Source: an optimization exercise on an open RTL-to-GDS flow (aim: small area, a short achievable clock period and few clock cycles per item). Production flows keep margins and buffers that such runs may drop.
Function was not checked in any run shown here: the RTL went through the layout flow alone.

==> flow/design.v, too long to show whole: its modules and the start of the top module <==
// module mul_op: 1538 lines
// module mul_benc: 5 lines
// module mul_row: 7 lines
// module mul_fa: 4 lines
// module mul_fx: 6 lines
// module mul_ha: 4 lines
// module mul_xor: 3 lines
// module mul_xnor: 3 lines
// module mul_nand2: 3 lines
// module mul_nor2: 3 lines
// module mul_inv: 3 lines
// module mul_aoi21: 3 lines
// module mul_oai21: 3 lines
// module mul_selx: 3 lines
// module mul_selxn: 3 lines
// module mul_sel: 3 lines
module mul_op #(parameter INPUTS = 2,
		parameter OUTPUTS = 1,
		parameter DATA_IN_SIZE = 32,
		parameter DATA_OUT_SIZE = 32)
		(
		input clk,
		input rst,
		input [INPUTS * (DATA_IN_SIZE)- 1 : 0]data_in_bus,
		input [INPUTS - 1 : 0]valid_in_bus,
		output [INPUTS - 1 : 0] ready_in_bus,
		output [OUTPUTS * (DATA_OUT_SIZE) - 1 : 0]data_out_bus,
		output [OUTPUTS - 1 : 0]valid_out_bus,
		input 	[OUTPUTS - 1 : 0] ready_out_bus
);
  // ...
==> flow/flow/run.sh <==
#!/bin/bash
# The standard layout, with resizing free to change a cell's footprint (so the
# port buffers and other cells can be swapped for faster ones) and port
# buffers that are plain buffers rather than delay cells.
set -euo pipefail
bash standard.sh MATCH_CELL_FOOTPRINT=0 BUFFER_PORTS_ARGS="-buffer_cell sky130_fd_sc_hd__buf_2" finish > standard.log 2>&1
==> flow/standard.sh <==
#!/bin/bash
# synth_recipe.tcl (not shown) runs the flow's synth.tcl, then flattens the netlist and writes it again
# the make line also repeats each setting of config.mk as NAME=value (left out here)
make -C /OpenROAD-flow-scripts/flow DESIGN_CONFIG=/design/flow/config.mk WORK_HOME=/design/flow/orfs CLKGATE_MAP_FILE= SYNTH_SCRIPT=/design/flow/synth_recipe.tcl "${@:-finish}"
==> flow/config.mk <==
export PLATFORM = sky130hd
export DESIGN_NAME = mul_op
export DESIGN_NICKNAME = mul_op
export VERILOG_FILES = /design/flow/design.v
export SDC_FILE = /design/flow/constraint.sdc
export NUM_CORES = 4
export LEC_CHECK = 0
export CAP_MARGIN = 20
export CORE_MARGIN = 2
export CORE_UTILIZATION = 40
export SETUP_SLACK_MARGIN = 5
export SLEW_MARGIN = 20
export SYNTH_HIERARCHICAL = 1
==> flow/constraint.sdc <==
create_clock -name core_clock -period 8.0 [get_ports {clk}]
set_input_delay 1.6000 -clock core_clock [delete_from_list [all_inputs] [get_ports {clk}]]
set_output_delay 1.6000 -clock core_clock [all_outputs]
set_load 0.01 [all_outputs]
==> implementation parameters, run 1 <==
Parameter                              Value

Routing
  Uppermost routed layer    met5
  Routed wire length    60.2 mm
  Drt wl/cell    21.1 um

Logic synthesis
  Compound-Gate Fraction of Synth Area    0.160
  Predominant post-synthesis flop cell    edfxtp_1
  Area fraction in and, or, nand and nor cells after synthesis    0.0371

STA
  Final Hold Viols    0
  Setup repair after global routing missed its margin    true

Status
  Outcome  no timing/DRC/antenna violations

Clock network
  Post-cts repair resize count    62
  Register clock-pin slew on the reported worst setup and hold paths    about 60 ps
  Clock latency of the later-clocked register in the worst-skew pair    around 600 ps
  Clock Sink Count    256

Finish
  Final Instance Count excl. Fillers    between 2,000 and 3,000
  Post-route cell area    between 20,000 and 30,000 sq um
  Most frequent cells in the layout    xor2_1 (398), xnor2_1 (291), edfxtp_1 (249)
  Sequential cell area    about 7700 sq um
  Non-clk bufs    ~250
  Most common cell after layout, fill and taps aside    xor2_1
  Count of multi-input gates    about 1,500
  Share of cell area taken by multi-input logic gates    0.550

Worst hold path
  Endpoint with the worst hold slack    s_reg[5]$_DFFE_PN_

Setup path
  Last element of the critical path    p_reg[26]$_DFFE_PP_
  Max FO, Critical Path    3

Placement
  Post-placement worst setup slack    approximately 4500 ps

Global routing
  Met1 Use GR    0.276
  Pin count of the biggest net entering global routing    82

Floorplanning
  Initial core utilization    0.405
==> run 2, diff against run 1 <==
--- a/flow/design.v
+++ b/flow/design.v
@@ -1021,20 +1021,20 @@
   mul_fx fx97 (.a(n119), .b(n121), .c(n123), .s(n264), .co(n265));
   mul_fx fx98 (.a(n126), .b(n128), .c(n130), .s(n266), .co(n267));
   mul_fx fx99 (.a(n23), .b(n125), .c(n132), .s(n268), .co(n269));
   mul_fx fx100 (.a(n127), .b(n129), .c(n131), .s(n270), .co(n271));
   mul_fx fx101 (.a(n134), .b(n136), .c(n29), .s(n272), .co(n273));
   mul_fx fx102 (.a(n138), .b(n133), .c(n140), .s(n274), .co(n275));
   mul_fx fx103 (.a(n135), .b(n137), .c(n142), .s(n276), .co(n277));
   mul_fx fx104 (.a(n144), .b(n35), .c(n139), .s(n278), .co(n279));
-  mul_fx fx105 (.a(n146), .b(n141), .c(n148), .s(n280), .co(n281));
+  mul_fx fx105 (.a(n146), .b(n148), .c(n141), .s(n280), .co(n281));
   mul_fx fx106 (.a(n143), .b(n145), .c(n150), .s(n282), .co(n283));
   mul_fx fx107 (.a(n152), .b(n43), .c(n147), .s(n284), .co(n285));
-  mul_fx fx108 (.a(n149), .b(n154), .c(n156), .s(n286), .co(n287));
+  mul_fx fx108 (.a(n154), .b(n149), .c(n156), .s(n286), .co(n287));
   mul_xor xr16 (.a(n151), .b(n153), .y(n288));
   mul_xor xr17 (.a(n161), .b(n162), .y(n289));
   mul_xor xr18 (.a(n163), .b(n164), .y(n290));
   mul_xor xr19 (.a(n288), .b(n165), .y(n291));
   mul_xor xr20 (.a(n289), .b(n155), .y(n292));
   mul_xor xr21 (.a(n290), .b(n157), .y(n293));
   mul_fx fx109 (.a(pp4[0]), .b(n14), .c(n170), .s(n294), .co(n295));
   mul_fx fx110 (.a(pp2[5]), .b(pp3[3]), .c(pp4[1]), .s(n296), .co(n297));
@@ -1053,43 +1053,43 @@
   mul_fx fx122 (.a(n196), .b(n192), .c(n194), .s(n322), .co(n323));
   mul_fx fx123 (.a(n197), .b(n193), .c(n195), .s(n324), .co(n325));
   mul_fx fx124 (.a(n198), .b(n200), .c(n202), .s(n326), .co(n327));
   mul_fx fx125 (.a(n199), .b(n201), .c(n204), .s(n328), .co(n329));
   mul_fx fx126 (.a(n206), .b(n208), .c(n203), .s(n330), .co(n331));
   mul_fx fx127 (.a(n205), .b(n207), .c(n210), .s(n332), .co(n333));
   mul_fx fx128 (.a(n212), .b(n209), .c(n214), .s(n334), .co(n335));
   mul_fx fx129 (.a(n211), .b(n213), .c(n216), .s(n336), .co(n337));
-  mul_fx fx130 (.a(n218), .b(n215), .c(n220), .s(n338), .co(n339));
+  mul_fx fx130 (.a(n218), .b(n220), .c(n215), .s(n338), .co(n339));
   mul_fx fx131 (.a(n217), .b(n222), .c(n219), .s(n340), .co(n341));
   mul_fx fx132 (.a(n224), .b(n221), .c(n226), .s(n342), .co(n343));
   mul_fx fx133 (.a(n223), .b(n228), .c(n225), .s(n344), .co(n345));
-  mul_fx fx134 (.a(n227), .b(n230), .c(n232), .s(n346), .co(n347));
+  mul_fx fx134 (.a(n230), .b(n227), .c(n232), .s(n346), .co(n347));
   mul_fx fx135 (.a(n229), .b(n234), .c(n231), .s(n348), .co(n349));
-  mul_fx fx136 (.a(n233), .b(n236), .c(n238), .s(n350), .co(n351));
+  mul_fx fx136 (.a(n236), .b(n233), .c(n238), .s(n350), .co(n351));
   mul_fx fx137 (.a(n235), .b(n240), .c(n237), .s(n352), .co(n353));
-  mul_fx fx138 (.a(n239), .b(n242), .c(n244), .s(n354), .co(n355));
-  mul_fx fx139 (.a(n241), .b(n243), .c(n245), .s(n356), .co(n357));
-  mul_fx fx140 (.a(n246), .b(n248), .c(n250), .s(n358), .co(n359));
-  mul_fx fx141 (.a(n247), .b(n249), .c(n251), .s(n360), .co(n361));
-  mul_fx fx142 (.a(n252), .b(n254), .c(n256), .s(n362), .co(n363));
-  mul_fx fx143 (.a(n253), .b(n255), .c(n258), .s(n364), .co(n365));
+  mul_fx fx138 (.a(n242), .b(n239), .c(n244), .s(n354), .co(n355));
+  mul_fx fx139 (.a(n241), .b(n243), .c(n246), .s(n356), .co(n357));
+  mul_fx fx140 (.a(n248), .b(n245), .c(n250), .s(n358), .co(n359));
+  mul_fx fx141 (.a(n247), .b(n252), .c(n254), .s(n360), .co(n361));
+  mul_fx fx142 (.a(n249), .b(n251), .c(n256), .s(n362), .co(n363));
+  mul_fx fx143 (.a(n253), .b(n258), .c(n255), .s(n364), .co(n365));
   mul_fx fx144 (.a(n257), .b(n260), .c(n262), .s(n366), .co(n367));
-  mul_fx fx145 (.a(n259), .b(n261), .c(n264), .s(n368), .co(n369));
+  mul_fx fx145 (.a(n259), .b(n264), .c(n261), .s(n368), .co(n369));
   mul_fx fx146 (.a(n266), .b(n263), .c(n268), .s(n370), .co(n371));
-  mul_fx fx147 (.a(n265), .b(n267), .c(n270), .s(n372), .co(n373));
-  mul_fx fx148 (.a(n272), .b(n274), .c(n269), .s(n374), .co(n375));
-  mul_fx fx149 (.a(n271), .b(n273), .c(n276), .s(n376), .co(n377));
+  mul_fx fx147 (.a(n265), .b(n270), .c(n267), .s(n372), .co(n373));
+  mul_fx fx148 (.a(n272), .b(n269), .c(n274), .s(n374), .co(n375));
+  mul_fx fx149 (.a(n271), .b(n276), .c(n273), .s(n376), .co(n377));
   mul_fx fx150 (.a(n278), .b(n275), .c(n280), .s(n378), .co(n379));
-  mul_fx fx151 (.a(n277), .b(n282), .c(n284), .s(n380), .co(n381));
+  mul_fx fx151 (.a(n282), .b(n277), .c(n284), .s(n380), .co(n381));
   mul_fx fx152 (.a(n279), .b(n281), .c(n286), .s(n382), .co(n383));
   mul_xor xr22 (.a(n283), .b(n291), .y(n384));
   mul_xor xr23 (.a(n292), .b(n293), .y(n385));
   mul_xor xr24 (.a(n384), .b(n285), .y(n386));
-  mul_xor xr25 (.a(n385), .b(n287), .y(n387));
+  mul_xor xr25 (.a(n287), .b(n385), .y(n387));
   assign lsum = {1'b0, n59, n57, n55, n5, n2, pp1[0], pp0[1], sel_s[2]} + {1'b0, n166, n58, n56, n54, n3, n1, 1'b0, pp0[0]};
   mul_fa fa1 (.a(rc4[10]), .b(rc4[11]), .c(rc4[12]), .s(n388), .co(n389));
   mul_fa fa2 (.a(rc4[13]), .b(rc4[14]), .c(rc4[15]), .s(n390), .co(n391));
   mul_fa fa3 (.a(rc4[17]), .b(rc4[18]), .c(rc4[19]), .s(n392), .co(n393));
   mul_fa fa4 (.a(rc4[21]), .b(rc4[22]), .c(rc4[23]), .s(n394), .co(n395));
   mul_fa fa5 (.a(rc4[25]), .b(rc4[26]), .c(rc4[27]), .s(n396), .co(n397));
   mul_fa fa6 (.a(rc4[29]), .b(rc4[30]), .c(rc4[31]), .s(n398), .co(n399));
   mul_fa fa7 (.a(rc4[33]), .b(rc4[34]), .c(rc4[35]), .s(n400), .co(n401));
==> run 2 against run 1 <==
Net effect: synthesized cell count unchanged; setup slack better by 18 ps; count of clock-buffer cells in the layout up 4; sequential share of layout area fell by 0.23 points.
==> implementation parameters, run 2 <==
Parameter                              Value

Routing
  Detailed-router iteration count before antenna repair    5
  Routed wire length    59.7 mm (-0.77%)
  DRC marker count from the first detailed-route iteration    ~960
  # DRC    0
  Drt wl/cell    20.8 um (-1.4%)
  Total number of vias    15,192
  Average vias per placed instance    5.29
  DRT antenna net count    0

Setup path
  Critical Path Stages    10
  Critical Setup Path Class    reg -> reg
  CP max stage delay    slightly above 600 ps
  Count of cells along the worst register-to-register path    10
  Setup crit end kind    flop
  Buffering stage count on the worst path with inverters included    2
  Cell Chain, Critical Path    fa_2, fa_2, nor2_2, o21ai_4, inv_1, o21ai_4, inv_1, o21ai_2, xnor2_1, o21ai_1
  Delay-heaviest family, CP    adder cells
  Required time at the worst-slack endpoint    about 8300 ps
  Crit path launch type    flop
  Critical-path cell with the highest stage delay    fa_2
  Data arrival at the endpoint of the critical path    between 3000 and 4000 ps
  Max FO, Critical Path    5 (+2)

Placement
  Port bufs    a little over 100
  GP Congestion    0.858
  Post-placement worst setup slack    4540 ps (+51.9 ps)
  HPWL after DPL    41.3 mm

Logic synthesis
  Most common cell in the netlist    xor2_1
  Post-synth top area cell    edfxtp_1
  Synthesized instance count    around 1,900
  Cell types with the largest area share after synthesis    edfxtp_1 (34%), xor2_1 (16%), xnor2_1 (12%), maj3_2 (7.7%), a22oi_2 (7.3%)
  Portion of synthesized cell area occupied by the leading cell type    0.335
  Area of the mapped netlist    22,300 sq um
  Post-synthesis sequential area ratio    0.343
  Proportion of register bits with asynchronous set or reset after synthesis    0.0273
  Number of enable-type register cells in the synthesized netlist    roughly 250
  Top cell types by occurrence after synthesis    xor2_1 (398), xnor2_1 (297), edfxtp_1 (249)
  Count of warnings emitted by yosys    7
  Mapped Avg Cell Area    around 12 sq um
  Predominant post-synthesis flop cell    edfxtp_1
  Number of unique standard cell types used by synthesis    42
  Register bit total from synthesis    256

Finish
  Flip-flop count of the largest register, all copies and words added    105
  Most frequent cells in the layout    xor2_1 (397), xnor2_1 (289), edfxtp_1 (249)
  Biggest registers after layout    rc4: 105 flops, sel_s: 48 flops
  Fin nets    2,254
  Largest register by flop count    rc4
  Antenna cells    0
  Growth of design area from synthesis to finish    17.5%
  Most common cell after layout, fill and taps aside    xor2_1
  Ratio of cells with drive above 1 in the final layout    0.370

Worst hold path
  Hold crit path type    reg -> reg
  WHS Path Cells    0

STA
  Final worst path period share    0.373
  Setup repair after global routing missed its margin    true
  Headroom to the max-slew limit    0.236
  Crit path time final    2980 ps
  Sum of negative setup slack    0 ps
  Final Skew    35.5 ps
  Least-Margin Pin Slew    around 1100 ps
  Final Hold Viols    0 (unchanged)
  Total setup violations reported at the end of the flow    0
  Number of slew-limit violations in the final report    0
  Peak clock frequency supported by timing    about 0.34 GHz
  Setup WS post-layout    around 5000 ps

Clock network
  Clock latency of the later-clocked register in the worst-skew pair    590 ps (about the same)
  Clock Sink Count    256 (unchanged)
  Register clock-pin slew on the reported worst setup and hold paths    60 ps (about the same)
  TritonCTS clock tree    built
  # H-tree levels    1
  CTS Root Cell    clkbuf_16
  Number of buffers inserted during clock tree synthesis    31
  Largest buffer count on any clock path    3

Global routing
  Most utilized layer in the global route result    met2
  Total global routing track utilization    0.198
  Met2 Use GR    0.319
  Sum of overflow across all layers after global routing    0
  Number of global-route vias before repair    14,635
  Antenna violations before repair    3
  Met1 Use GR    0.266 (-0.0105)
  First-pass GRT wire length    between 80 and 90 mm
  Met3 demand-to-capacity share in global routing    0.0304
  Pin count of the biggest net entering global routing    92 (+12%)

Floorplanning
  Initial core utilization    0.405 (unchanged)
  Site row count    86
  Core outline area    about 55,000 sq um
  Total die area    between 50,000 and 60,000 sq um
  Count of boundary I/O pins    around 100
  Chip height    240 um
  Width of the chip    240 um

Flow run
  Count of maximum capacitance violations    0

Status
  Outcome  no timing/DRC/antenna violations
==> run 2: stage by stage <==
step | instances | area [sq um] | hold slack (ps) | utilization
6_report | 2872 | 26200 | 455 | 0.476
3_5_place_dp | 2698 | 23300 | 445 | 0.423
2_1_floorplan | 1904 | 22400 | 427 | -
5_1_grt | 2872 | 26200 | 470 | 0.476
4_1_cts | 2789 | 24800 | 460 | 0.449
3_3_place_gp | 2697 | 23300 | 437 | 0.423
==> run 2: logic make-up after synthesis <==
logic type	synth area share
xor+xnor	0.273
simple gates	0.0371
fa+ha+maj	0.138
mux	0.00606
flops	0.343
buf+inv	0.0419
compound gates	0.160
other cells	0.000168
==> run 2: per-module statistics from Yosys (local to each module, per instance), excerpt <==
module / flops+latches / area, sq um / cells / copies in the design
mul_oai21: 0 / 5.00 / 1 / 48
mul_selx: 0 / 17.5 / 3 / 12
mul_nand2: 0 / 3.75 / 1 / 49
mul_xnor: 0 / 8.76 / 1 / 11
mul_nor2: 0 / 3.75 / 1 / 58
mul_selxn: 0 / 17.5 / 3 / 11
mul_aoi21: 0 / 8.76 / 1 / 36
mul_sel: 0 / 15.0 / 1 / 9
==> run 2: area by class of cell <==
class | count | area [sq um]
inverter | 13 | 52.6
multi-input combinational | 1536 | 14500
clock inverter | 13 | 104
tap | 748 | 936
clock buffer | 42 | 837
timing repair buffer | 264 | 2150
fill | 5070 | 28900
sequential | 256 | 7660
==> run 2: final timing paths <==
| check | startpoint | endpoint | slack, ps |
|---|---|---|---|
| worst max-delay path | rc4[10]$_DFFE_PN_ | p_reg[30]$_DFFE_PP_ | 5020 |
| max in group asynchronous | rst | rdy[1]$_DFF_PP1_ | 6810 |
| min in group asynchronous | rst | vp$_DFFE_PP0P_ | 930 |
| worst min-delay path | rc4[6]$_DFFE_PN_ | s_reg[6]$_DFFE_PN_ | 450 |
| worst min register to register | rc4[6]$_DFFE_PN_ | s_reg[6]$_DFFE_PN_ | 450 |
| worst max register to register | rc4[10]$_DFFE_PN_ | p_reg[30]$_DFFE_PP_ | 5020 |
==> run 2: metal layers <==
metal  up-vias  wire (um)
li1       7192          -
met1      7398      26300
met2       484      27500
met3       118       3540
met4         0       2420
met5         -          0
==> run 2: repair_timing <==
item | CTS | global route
pin swaps | 1 | 43
endpoints found under the setup margin | 57 | 34
hold buffers | 0 | 0
gates resized for setup | 48 | 153
gates cloned | 0 | 6
buffers inserted | 36 | 76

[what the ideal ports hide]
The results above use ideal ports. As a check the final layouts listed here were re-extracted and re-timed, cells and wires unchanged.
Step 1, drivers: a clkbuf_16 drives clk and a buf_2 each remaining input, both assumed.
Step 2 adds t to the input delays and takes it off the output delays; t is the mean of the earliest and latest rising clock arrival at the registers after step 1. Input paths then give back, and output paths get back, about the clock's delay inside the block.
a / b / c = no drivers / after step 1 / after step 2; a / b = the first two.
| run | t, ns | setup slack, ns | worst setup path at the end | latest minus earliest clock arrival (ns) | worst slew at a driven data input, ns |
|---|---|---|---|---|---|
| run 1 | 0.643 | 4.997 / 4.997 / 4.997 | register to register | 0.030 / 0.031 | 0.12 |
| run 2 | 0.630 | 5.015 / 5.015 / 5.015 | register to register | 0.035 / 0.036 | 0.13 |
After both steps setup and hold are still met in every run listed.
